From an optimization exercise on the open Yosys and OpenROAD flow, aimed at small area and a short achievable clock period; shortcuts taken in it are not production practice.
Function was checked by simulation only, so behaviour that the tests miss may differ from the original.
No driver is modelled on the clock port, so clocking that relies on it looks cheaper here than on a real chip.
Power and IR drop assume default switching activity.

$ cat design/flow/config.mk
export PLATFORM = sky130hd
export DESIGN_NAME = sync_fifo_32x8
export DESIGN_NICKNAME = sync_fifo_32x8
export VERILOG_FILES = /design/flow/design.v
export SDC_FILE = /design/flow/constraint.sdc
export NUM_CORES = 4
export LEC_CHECK = 0
export CAP_MARGIN = 20
export CORE_MARGIN = 2
export CORE_UTILIZATION = 40
export CTS_CLUSTER_DIAMETER = 60
export CTS_CLUSTER_SIZE = 40
export GPL_ROUTABILITY_DRIVEN = 0
export PLACE_DENSITY = 0.6
export SETUP_SLACK_MARGIN = 1.5
export SLEW_MARGIN = 20
$ cat design/flow/constraint.sdc
create_clock -name core_clock -period 3.3 [get_ports {clk}]
set_input_delay 0.6600 -clock core_clock [delete_from_list [all_inputs] [get_ports {clk}]]
set_output_delay 0.6600 -clock core_clock [all_outputs]
set_load 0.01 [all_outputs]
$ cat design/flow/design.v
module sync_fifo_32x8 #(
  parameter DEPTH = 32,
  parameter WIDTH = 8
) (
  input clk, rst,
  input wr_en,
  input wire [WIDTH-1:0] din,
  output full,
  input rd_en,
  output reg [WIDTH-1:0] dout,
  output empty
);
  reg [WIDTH-1:0] fifo [0:DEPTH-1];
  reg [4:0] wr_ptr, rd_ptr;
  reg [7:0] rd_lo;             
  reg [3:0] rd_hi;             
  reg full_r, nempty_r;
  reg [7:0] wr_lo;             
  reg [3:0] wr_hi;             
  reg rd_byp;
  reg [WIDTH-1:0] wr_data;
  function [4:0] succ;
    input [4:0] p;
    succ = {p[3:0], p[4] ^ p[2] ^ (p[3:0] == 4'b0000)};
  endfunction
  wire [4:0] wr_nxt = succ(wr_ptr);
  wire [4:0] rd_nxt = succ(rd_ptr);
  wire almost_full  = (wr_nxt == rd_ptr);    
  wire almost_empty = (rd_nxt == wr_ptr);    
  wire wa = wr_en & ~full_r;
  wire ra = rd_en & nempty_r;
  wire [4:0] rd_new  = ra ? rd_nxt : rd_ptr;
  wire       byp_new = wa & (~nempty_r | (almost_empty & ra));
  reg [WIDTH-1:0] rdata;
  integer i, j;
  always @* begin
    rdata = wr_data & {WIDTH{rd_byp}};
    for (i = 0; i < DEPTH; i = i + 1)
      rdata = rdata | (fifo[i] & {WIDTH{rd_hi[i >> 3] & rd_lo[i & 7]}});
  end
  always @(posedge clk or posedge rst) begin
    if (rst) begin
      wr_ptr   <= 5'd0;
      rd_ptr   <= 5'd0;
      rd_lo    <= 8'd1;
      rd_hi    <= 4'd1;
      full_r   <= 1'b0;
      nempty_r <= 1'b0;
      wr_hi    <= 4'd0;
      rd_byp   <= 1'b0;
      dout     <= {WIDTH{1'b0}};
    end else begin
      if (wa) wr_ptr <= wr_nxt;
      rd_ptr   <= rd_new;
      rd_lo    <= 8'd1 << rd_new[2:0];
      rd_hi    <= byp_new ? 4'd0 : (4'd1 << rd_new[4:3]);
      rd_byp   <= byp_new;
      wr_hi    <= wa ? (4'd1 << wr_ptr[4:3]) : 4'd0;
      if (ra) dout <= rdata;
      full_r   <= full_r ? ~ra : (almost_full & wa & ~ra);
      nempty_r <= nempty_r ? ~(almost_empty & ra & ~wa) : wa;
    end
  end
  always @(posedge clk) begin
    wr_data <= din;
    wr_lo   <= 8'd1 << wr_ptr[2:0];
    for (j = 0; j < DEPTH; j = j + 1)
      if (wr_hi[j >> 3] & wr_lo[j & 7]) fifo[j] <= wr_data;
  end
  assign full  = full_r;
  assign empty = ~nempty_r;
endmodule
$ cat design/flow/flow/run.sh
#!/bin/bash
# Own layout flow: the standard ORFS flow with three changes.
#  - The platform's don't-use list is extended by flow/dont_use.txt's extra
#    cells (a slow single-size gate and the delay cells), for synthesis,
#    port buffering and repair.
#  - The CTS step's repair is replaced by flow/post_cts.tcl, which drops the
#    clock tree's root buffer (the clock port then drives the tree's two
#    first-level buffers) and repairs timing in a few passes.
# Each step's output goes to its own log here; ORFS's per-tool logs are under
# orfs/logs/.
set -euo pipefail
W=$PWD
DU="$(tr '\n' ' ' < "$W/flow/dont_use.txt")"
bash standard.sh synth "DONT_USE_CELLS=$DU" > "$W/run_synth.log" 2>&1
bash standard.sh floorplan place "DONT_USE_CELLS=$DU" > "$W/run_place.log" 2>&1
bash standard.sh cts "DONT_USE_CELLS=$DU" SKIP_CTS_REPAIR_TIMING=1 "POST_CTS_TCL=$W/flow/post_cts.tcl" > "$W/run_cts.log" 2>&1
bash standard.sh finish "DONT_USE_CELLS=$DU" SKIP_CTS_REPAIR_TIMING=1 "POST_CTS_TCL=$W/flow/post_cts.tcl" > "$W/run_finish.log" 2>&1
$ cat design/flow/flow/dont_use.txt
sky130_fd_sc_hd__probe_p_8 sky130_fd_sc_hd__probec_p_8 sky130_fd_sc_hd__lpflow_bleeder_1 sky130_fd_sc_hd__lpflow_clkbufkapwr_1 sky130_fd_sc_hd__lpflow_clkbufkapwr_16 sky130_fd_sc_hd__lpflow_clkbufkapwr_2 sky130_fd_sc_hd__lpflow_clkbufkapwr_4 sky130_fd_sc_hd__lpflow_clkbufkapwr_8 sky130_fd_sc_hd__lpflow_clkinvkapwr_1 sky130_fd_sc_hd__lpflow_clkinvkapwr_16 sky130_fd_sc_hd__lpflow_clkinvkapwr_2 sky130_fd_sc_hd__lpflow_clkinvkapwr_4 sky130_fd_sc_hd__lpflow_clkinvkapwr_8 sky130_fd_sc_hd__lpflow_decapkapwr_12 sky130_fd_sc_hd__lpflow_decapkapwr_3 sky130_fd_sc_hd__lpflow_decapkapwr_4 sky130_fd_sc_hd__lpflow_decapkapwr_6 sky130_fd_sc_hd__lpflow_decapkapwr_8 sky130_fd_sc_hd__lpflow_inputiso0n_1 sky130_fd_sc_hd__lpflow_inputiso0p_1 sky130_fd_sc_hd__lpflow_inputiso1n_1 sky130_fd_sc_hd__lpflow_inputiso1p_1 sky130_fd_sc_hd__lpflow_inputisolatch_1 sky130_fd_sc_hd__lpflow_isobufsrc_1 sky130_fd_sc_hd__lpflow_isobufsrc_16 sky130_fd_sc_hd__lpflow_isobufsrc_2 sky130_fd_sc_hd__lpflow_isobufsrc_4 sky130_fd_sc_hd__lpflow_isobufsrc_8 sky130_fd_sc_hd__lpflow_isobufsrckapwr_16 sky130_fd_sc_hd__lpflow_lsbuf_lh_hl_isowell_tap_1 sky130_fd_sc_hd__lpflow_lsbuf_lh_hl_isowell_tap_2 sky130_fd_sc_hd__lpflow_lsbuf_lh_hl_isowell_tap_4 sky130_fd_sc_hd__lpflow_lsbuf_lh_isowell_4 sky130_fd_sc_hd__lpflow_lsbuf_lh_isowell_tap_1 sky130_fd_sc_hd__lpflow_lsbuf_lh_isowell_tap_2 sky130_fd_sc_hd__lpflow_lsbuf_lh_isowell_tap_4
sky130_fd_sc_hd__a222oi_1
sky130_fd_sc_hd__clkdlybuf4s15_1
sky130_fd_sc_hd__clkdlybuf4s15_2
sky130_fd_sc_hd__clkdlybuf4s18_1
sky130_fd_sc_hd__clkdlybuf4s18_2
sky130_fd_sc_hd__clkdlybuf4s25_1
sky130_fd_sc_hd__clkdlybuf4s25_2
sky130_fd_sc_hd__clkdlybuf4s50_1
sky130_fd_sc_hd__clkdlybuf4s50_2
sky130_fd_sc_hd__dlygate4sd1_1
sky130_fd_sc_hd__dlygate4sd2_1
sky130_fd_sc_hd__dlygate4sd3_1
sky130_fd_sc_hd__dlymetal6s2s_1
sky130_fd_sc_hd__dlymetal6s4s_1
sky130_fd_sc_hd__dlymetal6s6s_1
$ cat design/flow/flow/post_cts.tcl
# Runs at the end of ORFS's CTS step (POST_CTS_TCL), with the CTS step's own
# repair skipped (SKIP_CTS_REPAIR_TIMING=1).
# 1. The clock tree's root buffer only drives the two buffers of the tree's
#    first level; drop it and let the clock port drive those two directly
#    (the port then feeds 2 cell pins). Every register keeps the same number
#    of buffers from the port, so no register's clock moves against another's.
# 2. Repair setup and hold as the CTS step would, in a few passes.
set block [ord::get_db_block]
set root [$block findInst clkbuf_0_clk]
if {$root != "NULL"} {
  set rnet [[$root findITerm X] getNet]
  set pnet [[$root findITerm A] getNet]
  set n 0
  foreach it [$rnet getITerms] {
    if {[$it getInst] != $root} { incr n }
  }
  if {$n <= 4} {
    foreach it [$rnet getITerms] {
      if {[$it getInst] != $root} { $it disconnect; $it connect $pnet }
    }
    [$root findITerm A] disconnect
    odb::dbInst_destroy $root
    odb::dbNet_destroy $rnet
    puts "post_cts: removed clkbuf_0_clk, port drives $n buffers"
  }
}
estimate_parasitics -placement
puts "post_cts: before repair WS [sta::worst_slack_cmd max]"
set npass 3
if {[info exists ::env(FLOW_REPAIR_PASSES)]} { set npass $::env(FLOW_REPAIR_PASSES) }
for {set i 0} {$i < $npass} {incr i} {
  repair_timing_helper
  puts "post_cts: pass $i WS [sta::worst_slack_cmd max]"
}
detailed_placement
check_placement -verbose
estimate_parasitics -placement
puts "post_cts: after repair WS [sta::worst_slack_cmd max]"
$ cat design/flow/standard.sh
#!/bin/bash
# synth_recipe.tcl (not shown) runs the flow's synth.tcl, then flattens the netlist and writes it again
# the make line also repeats each setting of config.mk as NAME=value (left out here)
make -C /OpenROAD-flow-scripts/flow DESIGN_CONFIG=/design/flow/config.mk WORK_HOME=/design/flow/orfs CLKGATE_MAP_FILE= SYNTH_SCRIPT=/design/flow/synth_recipe.tcl "${@:-finish}"
==> results of run 1 <==
sequential cells by signal, indices dropped and copies added, names as in the netlist, 4 cells and up:
register / cells
dout: 8
fifo: 256
rd_hi: 4
rd_lo: 8
rd_ptr: 5
wr_data: 8
wr_hi: 4
wr_lo: 8
wr_ptr: 5
synth_stat cells (2+ instances only):
library cell               number
sky130_fd_sc_hd__nor2_1        21
sky130_fd_sc_hd__inv_1          8
sky130_fd_sc_hd__nor3_1        13
sky130_fd_sc_hd__a31oi_1        8
sky130_fd_sc_hd__o21ai_0        6
sky130_fd_sc_hd__a221oi_1       7
sky130_fd_sc_hd__edfxtp_1     256
sky130_fd_sc_hd__dfxtp_1       16
sky130_fd_sc_hd__nand3_1       23
sky130_fd_sc_hd__a21boi_0       5
sky130_fd_sc_hd__xor2_1         6
sky130_fd_sc_hd__a21oi_1       13
sky130_fd_sc_hd__dfrtp_1       35
sky130_fd_sc_hd__nand2_1       65
sky130_fd_sc_hd__clkbuf_1      37
sky130_fd_sc_hd__and2_1        35
sky130_fd_sc_hd__a22o_1        59
sky130_fd_sc_hd__nand4_1        9
sky130_fd_sc_hd__and3_1         4
sky130_fd_sc_hd__nor3b_1        4
sky130_fd_sc_hd__a22oi_1       80
sky130_fd_sc_hd__buf_1         10
sky130_fd_sc_hd__dfstp_2        2
sky130_fd_sc_hd__buf_2          4
sky130_fd_sc_hd__xnor2_1        5
logic make-up (layout without fill, tap and decap cells):
kind of cell              after synthesis  in the layout  share of synthesized area, %
muxes                                   1              1                        0.0863
and+or+nand+nor                       180            180                          7.58
AOI/OAI and AO/OA                     186            186                          12.3
DFF                                   309            309                          77.1
xor gates and xnor gates               11             11                         0.831
buffers and inverters                  61            131                          2.09
cell type report:
type	count	area, um^2	share of cell area, %
Inverter	8	31.3	0.237
Tap cell	384	480	3.65
Multi-Input combinational cell	378	2500	19.0
Clock buffer	20	500	3.80
Clock inverter	17	179	1.36
Timing Repair Buffer	86	502	3.81
Sequential cell	309	8980	68.1
metal layers:
| layer | vias up | global-route usage, % | share of wire [%] |
|---|---|---|---|
| met2 | 353 | 34.6 | 47 |
| met1 | 3573 | 30.7 | 41 |
| met5 | - | 0 | 0.039 |
| li1 | 3022 | - | - |
| met3 | 74 | 3.19 | 9.1 |
| met4 | 2 | 7.25 | 3.5 |
power groups by stage:
| stage | combinational (mW) | clock (mW) | sequential, mW |
|---|---|---|---|
| finish | 2.78 | 2.64 | 5.23 |
| global route | 2.97 | 2.82 | 5.28 |
| floorplan | 1.71 | 0 | 4.93 |
| global placement | 2.09 | 0 | 5.54 |
| detailed placement | 2.11 | 0 | 5.54 |
worst max-delay path by stage:
stage / from / end / slack, ps / cells after the start
6_report: rd_hi[2] / dout[2] / 1490 / 6
2_1_floorplan: rd_en / rd_lo[6] / 1540 / 7
5_1_grt: rd_lo[6] / dout[2] / 1450 / 5
3_5_place_dp: rd_hi[1] / dout[7] / 1160 / 5
3_3_place_gp: rd_hi[3] / dout[7] / 1130 / 4
worst max-delay path: cells and delay by family, from the launching register on:
kind                   cells  cell delay (ps)
and+or+nand+nor            2              280
AOI/OAI and AO/OA          3              630
buffers and inverters      1              200
DFF                        1              550
per-stage QoR:
step	total power [mW]	instances	hold slack [ps]	util (%)
after detailed placement	7.65	1130	541	42.3
after global routing	11.1	1202	282	46.0
after global placement	7.63	1130	573	42.3
final	10.6	1202	244	46.0
after floorplan	6.63	748	540	-
==> summary.txt, run 1 <==
# TYPE chip_impl_metric gauge
chip_impl_metric{name="worst_slew_pin_slew",unit="ps"} 945
chip_impl_metric{name="proportion_of_power_drawn_by_flip_flops_and_latches",unit="%"} 49.1
chip_impl_metric{name="die-area",unit="um^2"} 30400
chip_impl_metric{name="synth.ff_latch_count",unit=""} 309
chip_impl_metric{name="synth.yosys.warnings",unit=""} 2
chip_impl_metric{name="seq_area_frac_synth",unit="%"} 77.1
chip_impl_metric{name="power_density",unit="nW/um^2"} 808
chip_impl_metric{name="worst_skew_pair.late_latency",unit="ps"} 410
chip_impl_metric{name="die_height",unit="um"} 174
chip_impl_info{name="cts_tree",value="built"} 1
chip_impl_metric{name="grt_first_pass_wirelength",unit="mm"} 47.6
chip_impl_metric{name="synthDominantCellAreaShare",unit="%"} 66.3
chip_impl_metric{name="grt_max_degree",unit=""} 33
chip_impl_info{name="critical_path.reg2reg.endpoint",value="dout[2]"} 1
chip_impl_metric{name="maxSlewViolCount",unit=""} 0
chip_impl_metric{name="report.final.setup_viol",unit=""} 0
chip_impl_info{name="mostFrequentLayoutCell",value="sky130_fd_sc_hd__edfxtp_1"} 1
chip_impl_metric{name="die_span_in_x",unit="um"} 174
chip_impl_info{name="critical_path.endpoint_type",value="register"} 1
chip_impl_metric{name="avgSynthCellArea",unit="um^2"} 15.5
chip_impl_metric{name="dr.first_iter.drc_count",unit=""} 949
chip_impl_info{name="status",value="complete, no violations"} 1
chip_impl_metric{name="std_cell_rows",unit=""} 62
chip_impl_metric{name="fmaxAchievable",unit="MHz"} 552
chip_impl_metric{name="peak_fanout_along_the_critical_path",unit=""} 6
chip_impl_info{name="worst_hold_path_type",value="in2async"} 1
chip_impl_metric{name="placed_cell_area",unit="um^2"} 12100
chip_impl_metric{name="detailed_place_hpwl",unit="mm"} 19.9
chip_impl_metric{name="max-cap-violations",unit=""} 0
chip_impl_metric{name="total_inserted_antenna_cells",unit=""} 0
chip_impl_metric{name="drt-wirelength-per-cell",unit="um"} 27.6
chip_impl_metric{name="max_vdd_drop",unit="V"} 0.000548
chip_impl_metric{name="slew_headroom",unit="%"} 36.9
chip_impl_info{name="path_class",value="reg2reg"} 1
chip_impl_metric{name="grt-ovfl-total",unit=""} 0
chip_impl_metric{name="tritoncts_num_sinks",unit=""} 309
chip_impl_info{name="synthDominantAreaCellType",value="sky130_fd_sc_hd__edfxtp_1"} 1
chip_impl_metric{name="finalCritPeriodShare",unit="%"} 54.9
chip_impl_metric{name="synth_async_sr_flop_share",unit="%"} 12.0
chip_impl_metric{name="drtAntennaViolNets",unit=""} 0
chip_impl_metric{name="timing.final.crit_period",unit="ps"} 1810
chip_impl_metric{name="place_worst_setup_slack",unit="ps"} 1160
chip_impl_metric{name="share_of_power_burned_in_combinational_logic",unit="%"} 26.1
chip_impl_metric{name="post_route_drc",unit=""} 0
chip_impl_metric{name="switching_share",unit="%"} 34.8
chip_impl_info{name="final_cell_mix",value="sky130_fd_sc_hd__edfxtp_1 (256), sky130_fd_sc_hd__a22oi_1 (69), sky130_fd_sc_hd__nand2_1 (65)"} 1
chip_impl_metric{name="port-buffer-count",unit=""} 21
chip_impl_metric{name="gr-usage-all-layers",unit="%"} 21.7
chip_impl_metric{name="skew",unit="ps"} 24.1
chip_impl_metric{name="r2r_setup_slack",unit="ps"} 1490
chip_impl_info{name="reg2reg_from",value="rd_hi[2]"} 1
chip_impl_metric{name="internal_power",unit="mW"} 6.95
chip_impl_info{name="cp_cell_sequence",value="buf_1, a22o_1, a22oi_2, nand2_1, nor3_1, a31oi_1"} 1
chip_impl_metric{name="vias_in_the_first_global_route",unit=""} 6841
chip_impl_metric{name="netSwitchingPower",unit="mW"} 3.70
chip_impl_metric{name="synth_enable_flop_cells",unit=""} 256
chip_impl_metric{name="critical_path_required",unit="ps"} 3560
chip_impl_metric{name="setup_slack",unit="ps"} 1490
chip_impl_metric{name="p_leak",unit="nW"} 4.45
chip_impl_metric{name="initial_utilization",unit="%"} 40.5
chip_impl_metric{name="crit_arrival",unit="ps"} 2070
chip_impl_metric{name="core",unit="um^2"} 28600
chip_impl_metric{name="route.vias.total",unit=""} 7024
chip_impl_metric{name="syn_nets",unit=""} 760
chip_impl_metric{name="finalWirelength",unit="mm"} 33.2
chip_impl_metric{name="post_synth_instance_area",unit="um^2"} 11600
chip_impl_metric{name="vias_per_cell",unit=""} 5.84
chip_impl_info{name="startpoint_type",value="register"} 1
chip_impl_metric{name="fin_tns_setup",unit="ps"} 0
chip_impl_metric{name="critPathMaxStageDelay",unit="ps"} 550
chip_impl_info{name="synthTopCellsByArea",value="sky130_fd_sc_hd__edfxtp_1 (66%), sky130_fd_sc_hd__dfrtp_1 (7.6%), sky130_fd_sc_hd__a22oi_1 (5.2%)"} 1
chip_impl_metric{name="power_frac_clock",unit="%"} 24.8
chip_impl_metric{name="timing.reg2reg.worst_path_depth",unit=""} 6
chip_impl_metric{name="drtPass1Iterations",unit=""} 5
chip_impl_info{name="synth_ff_type",value="sky130_fd_sc_hd__edfxtp_1"} 1
chip_impl_metric{name="design.portCount",unit=""} 22
chip_impl_metric{name="synth.distinct_cells",unit=""} 42
chip_impl_metric{name="grt_antenna_before_repair",unit=""} 2
chip_impl_metric{name="design_area",unit="um^2"} 13200
chip_impl_metric{name="netlist_instances",unit=""} 748
chip_impl_metric{name="synthToLayoutAreaGrowth",unit="%"} 13.6
chip_impl_metric{name="final_nets",unit=""} 815
chip_impl_metric{name="nFillCells",unit=""} 2482
chip_impl_metric{name="drive_above_1_share",unit="%"} 14.3
chip_impl_metric{name="finalHoldViolCount",unit=""} 0
chip_impl_info{name="unrepaired_setup_endpoints_after_global_routing",value="true"} 1
chip_impl_info{name="slowest_stage",value="sky130_fd_sc_hd__dfrtp_4"} 1
chip_impl_metric{name="path_clk_slew",unit="ps"} 110
==> run 2: changes to the inputs <==
--- a/design/flow/config.mk
+++ b/design/flow/config.mk
@@ -7,10 +7,9 @@
 export LEC_CHECK = 0
 export CAP_MARGIN = 20
 export CORE_MARGIN = 2
-export CORE_UTILIZATION = 40
+export CORE_UTILIZATION = 60
 export CTS_CLUSTER_DIAMETER = 60
 export CTS_CLUSTER_SIZE = 40
-export GPL_ROUTABILITY_DRIVEN = 0
-export PLACE_DENSITY = 0.6
+export PLACE_DENSITY = 0.72
 export SETUP_SLACK_MARGIN = 1.5
 export SLEW_MARGIN = 20
==> run 2 against run 1 <==
Effect of this change: still clean on timing, DRC and antenna; die area decreased by 33%; worst hold slack improved by 80 ps; synthesized cell count unchanged; critical path depth decreased by 1; clock power increased by 3%; count of clock-buffer cells in the layout unchanged; sequential share of layout area increased by 1.4 points; via count increased by 2.9%; critical endpoint is now dout[7]; largest power group unchanged.
==> summary.txt, run 2 <==
# TYPE chip_impl_metric gauge
chip_impl_info{name="path_class",value="reg2reg"} 1
chip_impl_metric{name="internal_power",unit="mW"} 6.89
chip_impl_metric{name="placed_cell_area",unit="um^2"} 11900
chip_impl_metric{name="crit_arrival",unit="ps"} 2110
chip_impl_metric{name="total_inserted_antenna_cells",unit=""} 0
chip_impl_info{name="critical_path.endpoint_type",value="register"} 1
chip_impl_info{name="top_cell_types_by_occurrence_after_synthesis",value="sky130_fd_sc_hd__edfxtp_1 (256), sky130_fd_sc_hd__a22oi_1 (80), sky130_fd_sc_hd__nand2_1 (65), sky130_fd_sc_hd__a22o_1 (59), sky130_fd_sc_hd__clkbuf_1 (37)"} 1
chip_impl_metric{name="report.final.setup_viol",unit=""} 0
chip_impl_metric{name="maxSlewViolCount",unit=""} 0
chip_impl_info{name="synth_ff_type",value="sky130_fd_sc_hd__edfxtp_1"} 1
chip_impl_metric{name="grt_max_degree",unit=""} 33
chip_impl_metric{name="grt_use_met2",unit="%"} 47.7
chip_impl_metric{name="drive_above_1_share",unit="%"} 13.2
chip_impl_metric{name="vias_in_the_first_global_route",unit=""} 7039
chip_impl_metric{name="core",unit="um^2"} 18800
chip_impl_info{name="critical_path.reg2reg.endpoint",value="dout[7]"} 1
chip_impl_metric{name="die_span_in_x",unit="um"} 143
chip_impl_info{name="top_usage_layer",value="met2"} 1
chip_impl_info{name="synthTopCellsByArea",value="sky130_fd_sc_hd__edfxtp_1 (66%), sky130_fd_sc_hd__dfrtp_1 (7.6%), sky130_fd_sc_hd__a22oi_1 (5.2%)"} 1
chip_impl_metric{name="dr.first_iter.drc_count",unit=""} 1116
chip_impl_metric{name="netlist_instances",unit=""} 748
chip_impl_metric{name="path_clk_slew",unit="ps"} 100
chip_impl_metric{name="avgSynthCellArea",unit="um^2"} 15.5
chip_impl_metric{name="design_area",unit="um^2"} 12900
chip_impl_metric{name="route.vias.total",unit=""} 7225
chip_impl_metric{name="initial_utilization",unit="%"} 61.6
chip_impl_metric{name="gp_congestion",unit=""} 0.938
chip_impl_metric{name="drtAntennaViolNets",unit=""} 0
chip_impl_metric{name="drt-wirelength-per-cell",unit="um"} 29.3
chip_impl_metric{name="gr-usage-met3",unit="%"} 6.37
chip_impl_metric{name="die_height",unit="um"} 143
chip_impl_metric{name="synth_async_sr_flop_share",unit="%"} 12.0
chip_impl_metric{name="peak_fanout_along_the_critical_path",unit=""} 12
chip_impl_info{name="registers.top_by_ff_count",value="fifo"} 1
chip_impl_metric{name="netSwitchingPower",unit="mW"} 3.67
chip_impl_metric{name="p_leak",unit="nW"} 4.40
chip_impl_metric{name="detailed_place_hpwl",unit="mm"} 19.0
chip_impl_metric{name="finalHoldViolCount",unit=""} 0
chip_impl_info{name="unrepaired_setup_endpoints_after_global_routing",value="true"} 1
chip_impl_metric{name="gr-usage-all-layers",unit="%"} 31.2
chip_impl_metric{name="placed_cells",unit=""} 1004
chip_impl_metric{name="grt_first_pass_wirelength",unit="mm"} 45.4
chip_impl_metric{name="synthDominantCellAreaShare",unit="%"} 66.3
chip_impl_metric{name="share_of_power_burned_in_combinational_logic",unit="%"} 23.3
chip_impl_metric{name="seq_area_frac_synth",unit="%"} 77.1
chip_impl_metric{name="drtPass1Iterations",unit=""} 5
chip_impl_info{name="reg2reg_from",value="rd_hi[2]"} 1
chip_impl_metric{name="largest_register_ff_count",unit=""} 256
chip_impl_metric{name="switching_share",unit="%"} 34.8
chip_impl_metric{name="port-buffer-count",unit=""} 21
chip_impl_metric{name="timing.reg2reg.worst_path_depth",unit=""} 5
chip_impl_metric{name="synth.yosys.warnings",unit=""} 2
chip_impl_metric{name="slew_headroom",unit="%"} 27.3
chip_impl_metric{name="max-cap-violations",unit=""} 0
chip_impl_info{name="synthMostInstantiatedCell",value="sky130_fd_sc_hd__edfxtp_1"} 1
chip_impl_metric{name="post_route_drc",unit=""} 0
chip_impl_metric{name="post_synth_instance_area",unit="um^2"} 11600
chip_impl_metric{name="grt-ovfl-total",unit=""} 0
chip_impl_metric{name="synth.ff_latch_count",unit=""} 309
chip_impl_info{name="mostFrequentLayoutCell",value="sky130_fd_sc_hd__edfxtp_1"} 1
chip_impl_metric{name="power_frac_clock",unit="%"} 25.7
chip_impl_metric{name="synthToLayoutAreaGrowth",unit="%"} 11.4
chip_impl_metric{name="fmaxAchievable",unit="MHz"} 544
chip_impl_metric{name="tritoncts_num_sinks",unit=""} 309
chip_impl_metric{name="layoutNonFillerInstCount",unit=""} 1063
chip_impl_metric{name="design.portCount",unit=""} 22
chip_impl_metric{name="global_route.usage.met1",unit="%"} 43.5
chip_impl_metric{name="std_cell_rows",unit=""} 50
chip_impl_metric{name="power_density",unit="nW/um^2"} 818
chip_impl_info{name="synthDominantAreaCellType",value="sky130_fd_sc_hd__edfxtp_1"} 1
chip_impl_info{name="status",value="complete, no violations"} 1
chip_impl_metric{name="fin_tns_setup",unit="ps"} 0
chip_impl_metric{name="syn_nets",unit=""} 760
chip_impl_metric{name="proportion_of_power_drawn_by_flip_flops_and_latches",unit="%"} 51.0
chip_impl_metric{name="timing.final.crit_period",unit="ps"} 1840
chip_impl_metric{name="synth_enable_flop_cells",unit=""} 256
chip_impl_metric{name="finalCritPeriodShare",unit="%"} 55.7
chip_impl_metric{name="worst_skew_pair.late_latency",unit="ps"} 400
chip_impl_metric{name="critical_path_required",unit="ps"} 3570
chip_impl_metric{name="vias_per_cell",unit=""} 6.80
chip_impl_info{name="final_cell_mix",value="sky130_fd_sc_hd__edfxtp_1 (256), sky130_fd_sc_hd__a22oi_1 (72), sky130_fd_sc_hd__nand2_1 (64)"} 1
chip_impl_info{name="worst_hold_path_type",value="in2async"} 1
chip_impl_info{name="startpoint_type",value="register"} 1
chip_impl_metric{name="finalWirelength",unit="mm"} 31.1
chip_impl_metric{name="worst_slew_pin_slew",unit="ps"} 1090
chip_impl_info{name="cts_tree",value="built"} 1
chip_impl_metric{name="die-area",unit="um^2"} 20500
chip_impl_metric{name="r2r_setup_slack",unit="ps"} 1460
chip_impl_metric{name="skew",unit="ps"} 15.6
chip_impl_metric{name="power.total",unit="mW"} 10.6
chip_impl_metric{name="final_nets",unit=""} 801
chip_impl_metric{name="synth.distinct_cells",unit=""} 42
chip_impl_metric{name="grt_antenna_before_repair",unit=""} 0
chip_impl_metric{name="max_vdd_drop",unit="V"} 0.000562
[run 2: worst max path at each step]
stage / from / to / slack [ps]
global placement: rd_hi[1] / dout[0] / 1000
finish: rd_hi[2] / dout[7] / 1460
floorplan: rd_en / rd_lo[6] / 1540
detailed placement: rd_hi[1] / dout[0] / 930
global route: rd_hi[1] / dout[1] / 1440
[run 2: cell type report]
cell class | instances | area, um^2
Clock buffer | 20 | 500
Clock inverter | 15 | 201
Fill cell | 1228 | 5920
Inverter | 8 | 30.0
Multi-Input combinational cell | 378 | 2490
Sequential cell | 309 | 8980
Tap cell | 260 | 325
Timing Repair Buffer | 73 | 384
[run 2: through the flow]
step                      util (%)  setup WS [ps]  hold slack [ps]
after detailed placement      63.3            928              523
final                         68.6           1460              323
after global placement        63.3            996              517
after global routing          68.6           1440              346
after floorplan                  -           1540              540
[run 2: power by group through the flow]
stage	registers [mW]	logic (mW)	clock network (mW)
after floorplan	4.93	1.71	0
after global placement	5.55	1.94	0
after detailed placement	5.56	1.99	0
after global routing	5.42	2.63	2.85
final	5.39	2.46	2.72
[run 2: kinds of logic after synthesis]
| kind of cell | after synthesis | synth area share, % |
|---|---|---|
| buffers and inverters | 61 | 2.09 |
| AND/OR/NAND/NOR | 180 | 7.58 |
| AO/OA/AOI/OAI | 186 | 12.3 |
| flip-flops | 309 | 77.1 |
| multiplexers | 1 | 0.0863 |
| XOR/XNOR | 11 | 0.831 |
[run 2: critical path: stages (launching register included)]
cell and delay [ps]:
sky130_fd_sc_hd__dfrtp_4 530, sky130_fd_sc_hd__buf_4 210, sky130_fd_sc_hd__a22o_1 220, sky130_fd_sc_hd__a22oi_1 300, sky130_fd_sc_hd__nand4_1 140, sky130_fd_sc_hd__o32a_1 310
[run 2: routing by layer]
metal | routed length, um | share of wire [%] | vias up
li1 | - | - | 2993
met1 | 11400 | 37 | 3559
met2 | 14200 | 46 | 554
met3 | 3790 | 12 | 119
met4 | 1690 | 5.4 | 0
met5 | 0 | 0 | -
==> run 3: changes to the inputs <==
--- a/design/flow/config.mk
+++ b/design/flow/config.mk
@@ -7,9 +7,9 @@
 export LEC_CHECK = 0
 export CAP_MARGIN = 20
 export CORE_MARGIN = 2
-export CORE_UTILIZATION = 60
-export CTS_CLUSTER_DIAMETER = 60
-export CTS_CLUSTER_SIZE = 40
-export PLACE_DENSITY = 0.72
+export CORE_UTILIZATION = 45
+export CTS_CLUSTER_DIAMETER = 70
+export CTS_CLUSTER_SIZE = 45
+export PLACE_DENSITY = 0.65
 export SETUP_SLACK_MARGIN = 1.5
 export SLEW_MARGIN = 20
==> run 3 against run 2 <==
Effect of this change: still clean; routed wire length up 5.2%; first-iteration DRC count down 11%; core utilization down 18 points; largest power group unchanged; highest routed layer unchanged.
==> summary.txt, run 3 <==
# TYPE chip_impl_metric gauge
chip_impl_info{name="status",value="complete, no violations"} 1
chip_impl_metric{name="nFillCells",unit=""} 2094
chip_impl_metric{name="power_density",unit="nW/um^2"} 790
chip_impl_info{name="unrepaired_setup_endpoints_after_global_routing",value="true"} 1
chip_impl_metric{name="synth.distinct_cells",unit=""} 42
chip_impl_metric{name="synthToLayoutAreaGrowth",unit="%"} 10.5
chip_impl_metric{name="grt-ovfl-total",unit=""} 0
chip_impl_info{name="synthMostInstantiatedCell",value="sky130_fd_sc_hd__edfxtp_1"} 1
chip_impl_metric{name="synth.yosys.warnings",unit=""} 2
chip_impl_metric{name="worst_skew_pair.late_latency",unit="ps"} 390
chip_impl_metric{name="synth_enable_flop_cells",unit=""} 256
chip_impl_info{name="registers.top_by_ff_count",value="fifo"} 1
chip_impl_info{name="synth_ff_type",value="sky130_fd_sc_hd__edfxtp_1"} 1
chip_impl_info{name="synthDominantAreaCellType",value="sky130_fd_sc_hd__edfxtp_1"} 1
chip_impl_info{name="critical_path.endpoint_type",value="register"} 1
chip_impl_metric{name="gr-usage-all-layers",unit="%"} 24.2
chip_impl_metric{name="drtAntennaViolNets",unit=""} 0
chip_impl_metric{name="design.portCount",unit=""} 22
chip_impl_metric{name="power_frac_clock",unit="%"} 22.5
chip_impl_metric{name="crit_arrival",unit="ps"} 2080
chip_impl_metric{name="fmaxAchievable",unit="MHz"} 556
chip_impl_info{name="cts_tree",value="built"} 1
chip_impl_metric{name="max_vdd_drop",unit="V"} 0.000365
chip_impl_metric{name="peak_fanout_along_the_critical_path",unit=""} 14
chip_impl_metric{name="port-buffer-count",unit=""} 21
chip_impl_metric{name="finalWirelength",unit="mm"} 32.8
chip_impl_metric{name="drt-wirelength-per-cell",unit="um"} 29.0
chip_impl_metric{name="post_synth_instance_area",unit="um^2"} 11600
chip_impl_metric{name="dr.first_iter.drc_count",unit=""} 989
chip_impl_metric{name="internal_power",unit="mW"} 6.61
chip_impl_metric{name="drtPass1Iterations",unit=""} 5
chip_impl_info{name="startpoint_type",value="register"} 1
chip_impl_metric{name="die_span_in_x",unit="um"} 165
chip_impl_metric{name="skew",unit="ps"} 19.6
chip_impl_metric{name="synth_async_sr_flop_share",unit="%"} 12.0
chip_impl_metric{name="max-cap-violations",unit=""} 0
chip_impl_info{name="worst_hold_path_type",value="in2async"} 1
chip_impl_metric{name="timing.final.crit_period",unit="ps"} 1800
chip_impl_metric{name="seq_area_frac_synth",unit="%"} 77.1
chip_impl_metric{name="synthDominantCellAreaShare",unit="%"} 66.3
chip_impl_metric{name="netlist_instances",unit=""} 748
chip_impl_metric{name="total_inserted_antenna_cells",unit=""} 0
chip_impl_info{name="top_cell_types_by_occurrence_after_synthesis",value="sky130_fd_sc_hd__edfxtp_1 (256), sky130_fd_sc_hd__a22oi_1 (80), sky130_fd_sc_hd__nand2_1 (65), sky130_fd_sc_hd__a22o_1 (59), sky130_fd_sc_hd__clkbuf_1 (37)"} 1
chip_impl_metric{name="report.final.setup_viol",unit=""} 0
chip_impl_info{name="mostFrequentLayoutCell",value="sky130_fd_sc_hd__edfxtp_1"} 1
chip_impl_metric{name="multi_input_comb_area",unit="um^2"} 2450
chip_impl_metric{name="drive_above_1_share",unit="%"} 11.2
chip_impl_info{name="final_cell_mix",value="sky130_fd_sc_hd__edfxtp_1 (256), sky130_fd_sc_hd__a22oi_1 (76), sky130_fd_sc_hd__nand2_1 (65)"} 1
chip_impl_metric{name="finalHoldViolCount",unit=""} 0
chip_impl_metric{name="worst_slew_pin_slew",unit="ps"} 905
chip_impl_info{name="synthTopCellsByArea",value="sky130_fd_sc_hd__edfxtp_1 (66%), sky130_fd_sc_hd__dfrtp_1 (7.6%), sky130_fd_sc_hd__a22oi_1 (5.2%)"} 1
chip_impl_metric{name="grt_max_degree",unit=""} 33
chip_impl_metric{name="tritoncts_num_sinks",unit=""} 309
chip_impl_metric{name="syn_nets",unit=""} 760
chip_impl_metric{name="p_leak",unit="nW"} 4.33
chip_impl_metric{name="grt_first_pass_wirelength",unit="mm"} 46.7
chip_impl_info{name="path_class",value="reg2reg"} 1
chip_impl_metric{name="share_of_power_burned_in_combinational_logic",unit="%"} 24.3
chip_impl_metric{name="core",unit="um^2"} 25300
chip_impl_metric{name="detailed_place_hpwl",unit="mm"} 20.1
chip_impl_metric{name="die_height",unit="um"} 165
chip_impl_metric{name="vias_in_the_first_global_route",unit=""} 6827
chip_impl_metric{name="netSwitchingPower",unit="mW"} 3.52
chip_impl_metric{name="path_clk_slew",unit="ps"} 120
chip_impl_metric{name="route.vias.total",unit=""} 7098
chip_impl_metric{name="switching_share",unit="%"} 34.7
chip_impl_metric{name="finalCritPeriodShare",unit="%"} 54.5
chip_impl_metric{name="die-area",unit="um^2"} 27100
chip_impl_metric{name="proportion_of_power_drawn_by_flip_flops_and_latches",unit="%"} 53.2
chip_impl_metric{name="maxSlewViolCount",unit=""} 0
chip_impl_metric{name="power.total",unit="mW"} 10.1
chip_impl_metric{name="post_route_drc",unit=""} 0
chip_impl_metric{name="slew_headroom",unit="%"} 39.6
chip_impl_metric{name="avgSynthCellArea",unit="um^2"} 15.5
chip_impl_metric{name="ff_latch_area",unit="um^2"} 8980
chip_impl_metric{name="fin_tns_setup",unit="ps"} 0
chip_impl_metric{name="std_cell_rows",unit=""} 58
chip_impl_metric{name="initial_utilization",unit="%"} 45.9
chip_impl_metric{name="grt_antenna_before_repair",unit=""} 0
chip_impl_metric{name="critical_path_required",unit="ps"} 3580
chip_impl_metric{name="final_nets",unit=""} 803
chip_impl_metric{name="synth.ff_latch_count",unit=""} 309
chip_impl_metric{name="gp_congestion",unit=""} 0.933
chip_impl_metric{name="vias_per_cell",unit=""} 6.28
chip_impl_metric{name="postLayoutCoreUtil",unit="%"} 50.8
chip_impl_metric{name="largest_register_ff_count",unit=""} 256
==> run 3: path summary, 6_finish.rpt <==
kind | start | end | slack [ps] | cells past startpoint
setup / recovery | rd_lo[3] | dout[7] | 1500 | 4
hold / removal | rst | dout[5] | 270 | 2
setup reg to reg | rd_lo[3] | dout[7] | 1500 | 4
hold reg to reg | dout[4] | dout[4] | 610 | 2
max in group asynchronous | rst | rd_hi[0] | 2210 | 4
min in group core_clock | din[0] | wr_data[0] | 370 | 1
==> run 3: power groups by stage <==
stage	clock network [mW]	logic [mW]	registers [mW]
global route	2.43	2.64	5.44
floorplan	0	1.71	4.93
finish	2.27	2.46	5.39
global placement	0	1.93	5.57
detailed placement	0	1.98	5.60
==> run 3: kinds of logic (layout without fill, tap and decap cells) <==
logic type	after synthesis	count (layout)	share of synthesized area, %
flops	309	309	77.1
simple gates	180	180	7.58
xor+xnor	11	11	0.831
compound gates	186	186	12.3
buf+inv	61	114	2.09
mux	1	1	0.0863
==> run 3: area by class of cell <==
type / count / share of cell area (%)
clock buffer: 17 / 3.15
clock inverter: 10 / 0.927
inverter: 8 / 0.234
multi-input combinational: 378 / 19.1
sequential: 309 / 70.1
tap: 330 / 3.22
timing repair buffer: 79 / 3.29
==> run 3: through the flow <==
stage	hold WS, ps	setup slack [ps]	cells	cell area (um^2)
3_3_place_gp	588	1090	1068	12000
2_1_floorplan	540	1540	748	11600
6_report	273	1500	1131	12800
3_5_place_dp	560	1070	1069	12000
5_1_grt	300	1480	1131	12800
==> run 3: layer usage <==
metal / track usage, % / up-vias / wire, um
met5: 0 / - / 0
li1: - / 2992 / -
met1: 33.6 / 3624 / 13100
met4: 7.98 / 0 / 1340
met3: 4.92 / 60 / 3150
met2: 38.6 / 422 / 15200
==> run 3: worst max-delay path: stages (launching register included) <==
cell	delay, ps
sky130_fd_sc_hd__dfrtp_4	610
sky130_fd_sc_hd__buf_4	270
sky130_fd_sc_hd__a22oi_1	260
sky130_fd_sc_hd__nand4_1	200
sky130_fd_sc_hd__o32a_1	360
==> run 4: changes to the inputs <==
--- a/design/flow/config.mk
+++ b/design/flow/config.mk
@@ -11,5 +11,5 @@
 export CTS_CLUSTER_DIAMETER = 70
 export CTS_CLUSTER_SIZE = 45
 export PLACE_DENSITY = 0.65
-export SETUP_SLACK_MARGIN = 1.5
+export SETUP_SLACK_MARGIN = 1.4
 export SLEW_MARGIN = 20
==> run 4 against run 3 <==
Effect of this change: still clean on timing, DRC and antenna; sequential cell count unchanged; combinational power decreased by 9.3%; critical path depth rose by 1; count of clock-buffer cells in the layout shrank 1; synthesized area is the same.
==> summary.txt, run 4 <==
# TYPE chip_impl_metric gauge
chip_impl_metric{name="dr.first_iter.drc_count",unit=""} 1192
chip_impl_info{name="synthMostInstantiatedCell",value="sky130_fd_sc_hd__edfxtp_1"} 1
chip_impl_metric{name="finalCritPeriodShare",unit="%"} 57.8
chip_impl_metric{name="vias_per_cell",unit=""} 6.30
chip_impl_metric{name="drive_above_1_share",unit="%"} 9.09
chip_impl_metric{name="avgSynthCellArea",unit="um^2"} 15.5
chip_impl_metric{name="final_nets",unit=""} 783
chip_impl_metric{name="detailed_place_hpwl",unit="mm"} 20.0
chip_impl_metric{name="max-cap-violations",unit=""} 0
chip_impl_info{name="synthTopCellsByArea",value="sky130_fd_sc_hd__edfxtp_1 (66%), sky130_fd_sc_hd__dfrtp_1 (7.6%), sky130_fd_sc_hd__a22oi_1 (5.2%)"} 1
chip_impl_info{name="synth_ff_type",value="sky130_fd_sc_hd__edfxtp_1"} 1
chip_impl_metric{name="synth_async_sr_flop_share",unit="%"} 12.0
chip_impl_metric{name="path_clk_slew",unit="ps"} 110
chip_impl_metric{name="timing.final.crit_period",unit="ps"} 1910
chip_impl_metric{name="post_route_drc",unit=""} 0
chip_impl_metric{name="drtAntennaViolNets",unit=""} 0
chip_impl_metric{name="worst_slew_pin_slew",unit="ps"} 974
chip_impl_metric{name="fin_tns_setup",unit="ps"} 0
chip_impl_metric{name="skew",unit="ps"} 26.5
chip_impl_info{name="worst_hold_path_type",value="in2async"} 1
chip_impl_metric{name="finalHoldViolCount",unit=""} 0
chip_impl_metric{name="p_leak",unit="nW"} 4.24
chip_impl_metric{name="port-buffer-count",unit=""} 21
chip_impl_metric{name="grt_max_degree",unit=""} 34
chip_impl_info{name="registers.top_by_ff_count",value="fifo"} 1
chip_impl_metric{name="power_density",unit="nW/um^2"} 788
chip_impl_metric{name="seq_area_frac_synth",unit="%"} 77.1
chip_impl_metric{name="synthDominantCellAreaShare",unit="%"} 66.3
chip_impl_info{name="mostFrequentLayoutCell",value="sky130_fd_sc_hd__edfxtp_1"} 1
chip_impl_info{name="final_cell_mix",value="sky130_fd_sc_hd__edfxtp_1 (256), sky130_fd_sc_hd__a22oi_1 (80), sky130_fd_sc_hd__nand2_1 (64)"} 1
chip_impl_metric{name="tritoncts_num_sinks",unit=""} 309
chip_impl_metric{name="peak_fanout_along_the_critical_path",unit=""} 12
chip_impl_metric{name="finalWirelength",unit="mm"} 32.0
chip_impl_metric{name="setup_slack",unit="ps"} 1390
chip_impl_metric{name="slew_headroom",unit="%"} 35.0
chip_impl_metric{name="design_area",unit="um^2"} 12700
chip_impl_metric{name="largest_register_ff_count",unit=""} 256
chip_impl_metric{name="report.final.setup_viol",unit=""} 0
chip_impl_metric{name="die-area",unit="um^2"} 27100
chip_impl_metric{name="die_height",unit="um"} 165
chip_impl_info{name="synthDominantAreaCellType",value="sky130_fd_sc_hd__edfxtp_1"} 1
chip_impl_metric{name="timing.reg2reg.worst_path_depth",unit=""} 5
chip_impl_metric{name="synthToLayoutAreaGrowth",unit="%"} 9.11
chip_impl_metric{name="drt-wirelength-per-cell",unit="um"} 28.8
chip_impl_metric{name="gr-usage-all-layers",unit="%"} 24.0
chip_impl_info{name="critical_path.endpoint",value="dout[0]"} 1
chip_impl_metric{name="worst_skew_pair.late_latency",unit="ps"} 380
chip_impl_metric{name="std_cell_rows",unit=""} 58
chip_impl_info{name="cts_tree",value="built"} 1
chip_impl_info{name="top_cell_types_by_occurrence_after_synthesis",value="sky130_fd_sc_hd__edfxtp_1 (256), sky130_fd_sc_hd__a22oi_1 (80), sky130_fd_sc_hd__nand2_1 (65), sky130_fd_sc_hd__a22o_1 (59), sky130_fd_sc_hd__clkbuf_1 (37)"} 1
chip_impl_info{name="reg2reg_from",value="rd_lo[2]"} 1
chip_impl_metric{name="critical_path_required",unit="ps"} 3540
chip_impl_metric{name="r2r_setup_slack",unit="ps"} 1390
chip_impl_metric{name="vias_in_the_first_global_route",unit=""} 6936
chip_impl_metric{name="syn_nets",unit=""} 760
chip_impl_metric{name="fmaxAchievable",unit="MHz"} 525
chip_impl_info{name="status",value="complete, no violations"} 1
chip_impl_metric{name="post_synth_instance_area",unit="um^2"} 11600
chip_impl_metric{name="design.portCount",unit=""} 22
chip_impl_metric{name="die_span_in_x",unit="um"} 165
chip_impl_metric{name="grt_first_pass_wirelength",unit="mm"} 46.5
chip_impl_metric{name="initial_utilization",unit="%"} 45.9
chip_impl_info{name="path_class",value="reg2reg"} 1
chip_impl_metric{name="grt-ovfl-total",unit=""} 0
chip_impl_info{name="startpoint_type",value="register"} 1
chip_impl_metric{name="maxSlewViolCount",unit=""} 0
chip_impl_metric{name="synth.ff_latch_count",unit=""} 309
chip_impl_metric{name="route.vias.total",unit=""} 7005
chip_impl_metric{name="synth.distinct_cells",unit=""} 42
chip_impl_info{name="critical_path.endpoint_type",value="register"} 1
chip_impl_metric{name="core",unit="um^2"} 25300
chip_impl_metric{name="max_vdd_drop",unit="V"} 0.000347
chip_impl_metric{name="place_worst_setup_slack",unit="ps"} 1020
chip_impl_metric{name="synth.yosys.warnings",unit=""} 2
chip_impl_metric{name="netlist_instances",unit=""} 748
chip_impl_metric{name="whs",unit="ps"} 344
chip_impl_info{name="timing.critical_path.from",value="rd_lo[2]"} 1
chip_impl_metric{name="placed_cell_area",unit="um^2"} 12000
chip_impl_metric{name="grt_antenna_before_repair",unit=""} 1
chip_impl_metric{name="synth_enable_flop_cells",unit=""} 256
chip_impl_info{name="critical_path.reg2reg.endpoint",value="dout[0]"} 1
chip_impl_metric{name="crit_arrival",unit="ps"} 2150
chip_impl_metric{name="drtPass1Iterations",unit=""} 7
chip_impl_info{name="unrepaired_setup_endpoints_after_global_routing",value="true"} 1
chip_impl_metric{name="gp_congestion",unit=""} 0.937
[run 4: changes by cell type in the layout (fill, tap and decap cells not counted), moves of 2 or more]
cell and change:
sky130_fd_sc_hd__buf_4 -3, sky130_fd_sc_hd__a22oi_2 -4, sky130_fd_sc_hd__buf_2 -10, sky130_fd_sc_hd__buf_6 -3, sky130_fd_sc_hd__dfrtp_4 -4, sky130_fd_sc_hd__inv_8 +2
sky130_fd_sc_hd__buf_1 -3, sky130_fd_sc_hd__dfrtp_2 +4, sky130_fd_sc_hd__a22oi_1 +4
[run 4: stage by stage]
stage	util, %	std cells	power (mW)
3_3_place_gp	47.5	1068	7.49
3_5_place_dp	47.5	1068	7.57
2_1_floorplan	-	748	6.63
5_1_grt	50.1	1111	10.3
6_report	50.1	1112	9.96
[run 4: cells by family (layout without fill, tap and decap cells)]
logic type                Yosys count  count (layout)  share of synthesized area (%)
xor gates and xnor gates           11              11                          0.831
DFF                               309             309                           77.1
buffers and inverters              61              94                           2.09
AOI/OAI and AO/OA                 186             186                           12.3
and+or+nand+nor                   180             180                           7.58
muxes                               1               1                         0.0863
other                               0               1                              0
[run 4: final cells by class]
type	count	area, um^2
clock inverter	11	125
fill	2091	12600
tap	330	413
inverter	8	30.0
multi-input combinational	378	2440
clock buffer	16	400
antenna	1	2.50
timing repair buffer	59	274
sequential	309	8970
[run 4: report_power, final]
part	internal [mW]	total, mW	switching, mW
logic	0.865	2.23	1.37
clock network	0.964	2.25	1.29
registers	4.68	5.48	0.800
total	6.51	9.96	3.46
[run 4: critical path: stages, from the launching register on]
cell and delay [ps]:
sky130_fd_sc_hd__dfrtp_4 620, sky130_fd_sc_hd__clkbuf_4 310, sky130_fd_sc_hd__a22oi_1 260, sky130_fd_sc_hd__nand3_1 180
sky130_fd_sc_hd__a21oi_1 270, sky130_fd_sc_hd__a31oi_1 120
[run 4: worst min path at each step]
stage	start	endpoint	slack [ps]
2_1_floorplan	dout[7]	dout[7]	540
3_3_place_gp	dout[7]	dout[7]	520
3_5_place_dp	dout[7]	dout[7]	530
5_1_grt	din[7]	wr_data[7]	360
6_report	rst	dout[7]	340
[run 4: metal layers]
metal / GRT usage (%) / wire length [um] / part of all wire [%] / up-vias
met5: 0 / 0 / 0 / -
met2: 38.3 / 15000 / 47 / 474
met3: 5.12 / 3720 / 12 / 69
li1: - / - / - / 2947
met1: 33.0 / 12200 / 38 / 3515
met4: 8.30 / 1080 / 3.4 / 0
==> run 5: changes to the inputs <==
==> design/flow/config.mk (replaced) <==
export PLATFORM = sky130hd
export DESIGN_NAME = sync_fifo_32x8
export DESIGN_NICKNAME = sync_fifo_32x8
export VERILOG_FILES = /design/flow/design.v
export SDC_FILE = /design/flow/constraint.sdc
export NUM_CORES = 4
export LEC_CHECK = 0
export CAP_MARGIN = 20
export CORE_MARGIN = 2
export CORE_UTILIZATION = 40
export CTS_CLUSTER_DIAMETER = 80
export CTS_CLUSTER_SIZE = 50
export PLACE_DENSITY = 0.6
export SETUP_SLACK_MARGIN = 1.6
export SLEW_MARGIN = 20
==> run 5 against run 4 <==
Effect of this change: via count increased by 2.5%; critical endpoint is now dout[7]; die area is 12% higher; routed wire length increased by 6.0%; maximum frequency is 5.3% higher; synthesized cell count unchanged; critical path depth stayed put; largest cell class unchanged; worst hold slack gained 16 ps.
==> summary.txt, run 5 <==
# TYPE chip_impl_metric gauge
chip_impl_info{name="status",value="complete, no violations"} 1
chip_impl_info{name="path_class",value="reg2reg"} 1
chip_impl_metric{name="post_route_drc",unit=""} 0
chip_impl_metric{name="core",unit="um^2"} 28600
chip_impl_metric{name="fin_tns_setup",unit="ps"} 0
chip_impl_metric{name="port-buffer-count",unit=""} 21
chip_impl_metric{name="dr.first_iter.drc_count",unit=""} 1051
chip_impl_metric{name="worst_skew_pair.late_latency",unit="ps"} 380
chip_impl_metric{name="die_span_in_x",unit="um"} 174
chip_impl_metric{name="skew",unit="ps"} 30.4
chip_impl_metric{name="detailed_place_hpwl",unit="mm"} 20.3
chip_impl_metric{name="timing.reg2reg.worst_path_depth",unit=""} 5
chip_impl_info{name="mostFrequentLayoutCell",value="sky130_fd_sc_hd__edfxtp_1"} 1
chip_impl_info{name="startpoint_type",value="register"} 1
chip_impl_metric{name="finalHoldViolCount",unit=""} 0
chip_impl_metric{name="power_density",unit="nW/um^2"} 789
chip_impl_metric{name="drive_above_1_share",unit="%"} 17.5
chip_impl_metric{name="vias_per_cell",unit=""} 5.93
chip_impl_metric{name="nFillCells",unit=""} 2470
chip_impl_metric{name="grt_antenna_before_repair",unit=""} 0
chip_impl_metric{name="synthToLayoutAreaGrowth",unit="%"} 14.8
chip_impl_metric{name="multi_input_comb_area",unit="um^2"} 2650
chip_impl_metric{name="grt_first_pass_wirelength",unit="mm"} 48.7
chip_impl_metric{name="crit_arrival",unit="ps"} 2070
chip_impl_metric{name="synth_enable_flop_cells",unit=""} 256
chip_impl_info{name="synthDominantAreaCellType",value="sky130_fd_sc_hd__edfxtp_1"} 1
chip_impl_metric{name="timing.final.crit_period",unit="ps"} 1810
chip_impl_metric{name="synthDominantCellAreaShare",unit="%"} 66.3
chip_impl_metric{name="avgSynthCellArea",unit="um^2"} 15.5
chip_impl_info{name="final_cell_mix",value="sky130_fd_sc_hd__edfxtp_1 (256), sky130_fd_sc_hd__nand2_1 (62), sky130_fd_sc_hd__a22o_1 (59)"} 1
chip_impl_metric{name="drt-wirelength-per-cell",unit="um"} 28.0
chip_impl_metric{name="die_height",unit="um"} 174
chip_impl_metric{name="power.total",unit="mW"} 10.5
chip_impl_metric{name="critical_path_required",unit="ps"} 3560
chip_impl_info{name="critical_path.endpoint_type",value="register"} 1
chip_impl_metric{name="worst_slew_pin_slew",unit="ps"} 942
chip_impl_info{name="synth_ff_type",value="sky130_fd_sc_hd__edfxtp_1"} 1
chip_impl_metric{name="grt_max_degree",unit=""} 38
chip_impl_info{name="whs_endpoint",value="wr_data[1]"} 1
chip_impl_info{name="synthTopCellsByArea",value="sky130_fd_sc_hd__edfxtp_1 (66%), sky130_fd_sc_hd__dfrtp_1 (7.6%), sky130_fd_sc_hd__a22oi_1 (5.2%)"} 1
chip_impl_metric{name="route.vias.total",unit=""} 7177
chip_impl_metric{name="post_synth_instance_area",unit="um^2"} 11600
chip_impl_metric{name="design.portCount",unit=""} 22
chip_impl_metric{name="worst_hold_stages",unit=""} 1
chip_impl_metric{name="drtAntennaViolNets",unit=""} 0
chip_impl_metric{name="finalCritPeriodShare",unit="%"} 54.8
chip_impl_metric{name="synth_async_sr_flop_share",unit="%"} 12.0
chip_impl_metric{name="r2r_setup_slack",unit="ps"} 1490
chip_impl_metric{name="synth.yosys.warnings",unit=""} 2
chip_impl_info{name="top_cell_types_by_occurrence_after_synthesis",value="sky130_fd_sc_hd__edfxtp_1 (256), sky130_fd_sc_hd__a22oi_1 (80), sky130_fd_sc_hd__nand2_1 (65), sky130_fd_sc_hd__a22o_1 (59), sky130_fd_sc_hd__clkbuf_1 (37)"} 1
chip_impl_metric{name="gp_congestion",unit=""} 0.842
chip_impl_info{name="critical_path.reg2reg.endpoint",value="dout[7]"} 1
chip_impl_metric{name="path_clk_slew",unit="ps"} 120
chip_impl_metric{name="peak_fanout_along_the_critical_path",unit=""} 8
chip_impl_metric{name="total_inserted_antenna_cells",unit=""} 0
chip_impl_info{name="worst_hold_path_type",value="in2reg"} 1
chip_impl_info{name="registers.top_by_ff_count",value="fifo"} 1
chip_impl_metric{name="finalWirelength",unit="mm"} 33.9
chip_impl_metric{name="synth.ff_latch_count",unit=""} 309
chip_impl_metric{name="initial_utilization",unit="%"} 40.5
chip_impl_metric{name="synth.distinct_cells",unit=""} 42
chip_impl_metric{name="largest_register_ff_count",unit=""} 256
chip_impl_metric{name="slew_headroom",unit="%"} 37.1
chip_impl_metric{name="whs",unit="ps"} 359
chip_impl_metric{name="max-cap-violations",unit=""} 0
chip_impl_info{name="unrepaired_setup_endpoints_after_global_routing",value="true"} 1
chip_impl_metric{name="final_nets",unit=""} 831
chip_impl_metric{name="grt-ovfl-total",unit=""} 0
chip_impl_info{name="synthMostInstantiatedCell",value="sky130_fd_sc_hd__edfxtp_1"} 1
chip_impl_metric{name="fmaxAchievable",unit="MHz"} 553
chip_impl_metric{name="max_vdd_drop",unit="V"} 0.000455
chip_impl_metric{name="die-area",unit="um^2"} 30400
chip_impl_metric{name="gr-usage-all-layers",unit="%"} 22.2
chip_impl_metric{name="report.final.setup_viol",unit=""} 0
chip_impl_metric{name="syn_nets",unit=""} 760
chip_impl_metric{name="vias_in_the_first_global_route",unit=""} 6865
chip_impl_info{name="timing.hold.worst.start",value="din[1]"} 1
chip_impl_info{name="cts_tree",value="built"} 1
chip_impl_metric{name="std_cell_rows",unit=""} 62
chip_impl_metric{name="tritoncts_num_sinks",unit=""} 309
chip_impl_metric{name="seq_area_frac_synth",unit="%"} 77.1
chip_impl_metric{name="drtPass1Iterations",unit=""} 5
chip_impl_metric{name="netlist_instances",unit=""} 748
chip_impl_metric{name="ff_latch_area",unit="um^2"} 8990
chip_impl_metric{name="p_leak",unit="nW"} 4.44
chip_impl_info{name="reg2reg_from",value="rd_hi[1]"} 1
chip_impl_metric{name="maxSlewViolCount",unit=""} 0
[run 5: cell counts after synthesis]
No cell type changed its count.
[run 5: layout make-up]
type | instances | share of cell area [%]
Clock inverter | 9 | 0.837
Multi-Input combinational cell | 378 | 19.9
Tap cell | 384 | 3.61
Timing Repair Buffer | 108 | 5.25
Inverter | 8 | 0.226
Clock buffer | 15 | 2.66
Sequential cell | 309 | 67.5
[run 5: cell families after synthesis]
group | Yosys count | synth area share (%)
compound gates | 186 | 12.3
xor+xnor | 11 | 0.831
buf+inv | 61 | 2.09
flops | 309 | 77.1
mux | 1 | 0.0863
simple gates | 180 | 7.58
[run 5: worst max-delay path by stage]
stage	start	endpoint	slack (ps)	cells past startpoint
after global routing	rd_hi[2]	dout[2]	1470	7
final	rd_hi[1]	dout[7]	1490	5
after detailed placement	rd_en	dout[5]	1060	6
after floorplan	rd_en	rd_lo[6]	1580	7
after global placement	rd_en	dout[5]	1070	6
[run 5: where the power goes]
part           internal, mW  switching (mW)
Sequential             4.69           0.556
Combinational          1.23            1.88
Clock                 0.911            1.23
[run 5: worst max-delay path: stages (launching register included)]
cell and delay (ps):
sky130_fd_sc_hd__dfrtp_4 530, sky130_fd_sc_hd__buf_12 160, sky130_fd_sc_hd__a22o_1 220, sky130_fd_sc_hd__a22oi_2 180, sky130_fd_sc_hd__nand4_1 240, sky130_fd_sc_hd__o32a_1 350
[run 5: per-layer routing]
layer | GRT usage [%] | part of all wire (%)
met5 | 0 | 0
met2 | 34.7 | 46
met4 | 6.97 | 3.6
met1 | 31.9 | 41
met3 | 3.98 | 9.5
[run 5: metrics by stage]
stage	instances	setup WS [ps]	cell area, um^2	utilization (%)
finish	1211	1490	13300	46.5
global route	1211	1470	13300	46.5
detailed placement	1128	1060	12100	42.3
global placement	1128	1070	12100	42.3
floorplan	748	1580	11600	-

[static timing again, ports no longer ideal]
How much do the figures lean on ideal ports? The routed layouts below were timed once more, with nothing changed but the port constraints.
Step 1 assumes that a clkbuf_16 drives the clock port and a buf_2 every other input.
Step 2 times the ports against the registers' clock, not the clock port: input delays grow and output delays shrink by t, the midpoint of the rising clock arrivals with the driver on.
Three values: ideal ports, drivers, drivers and shift; two values: the first two.
run | t, ns | setup WS [ns] | worst setup path at the end
run 1 | 0.456 | 1.489 / 1.490 / 1.198 | input to register
run 2 | 0.452 | 1.462 / 1.462 / 1.188 | input to register
run 3 | 0.442 | 1.500 / 1.500 / 1.200 | input to register
run 4 | 0.432 | 1.394 / 1.394 / 1.125 | input to register
run 5 | 0.428 | 1.490 / 1.490 / 1.377 | input to register
After both steps every run listed still meets setup and hold. The setup slack of run 3, which loses most, moves by 0.000 ns with the drivers and by -0.300 ns with both steps.
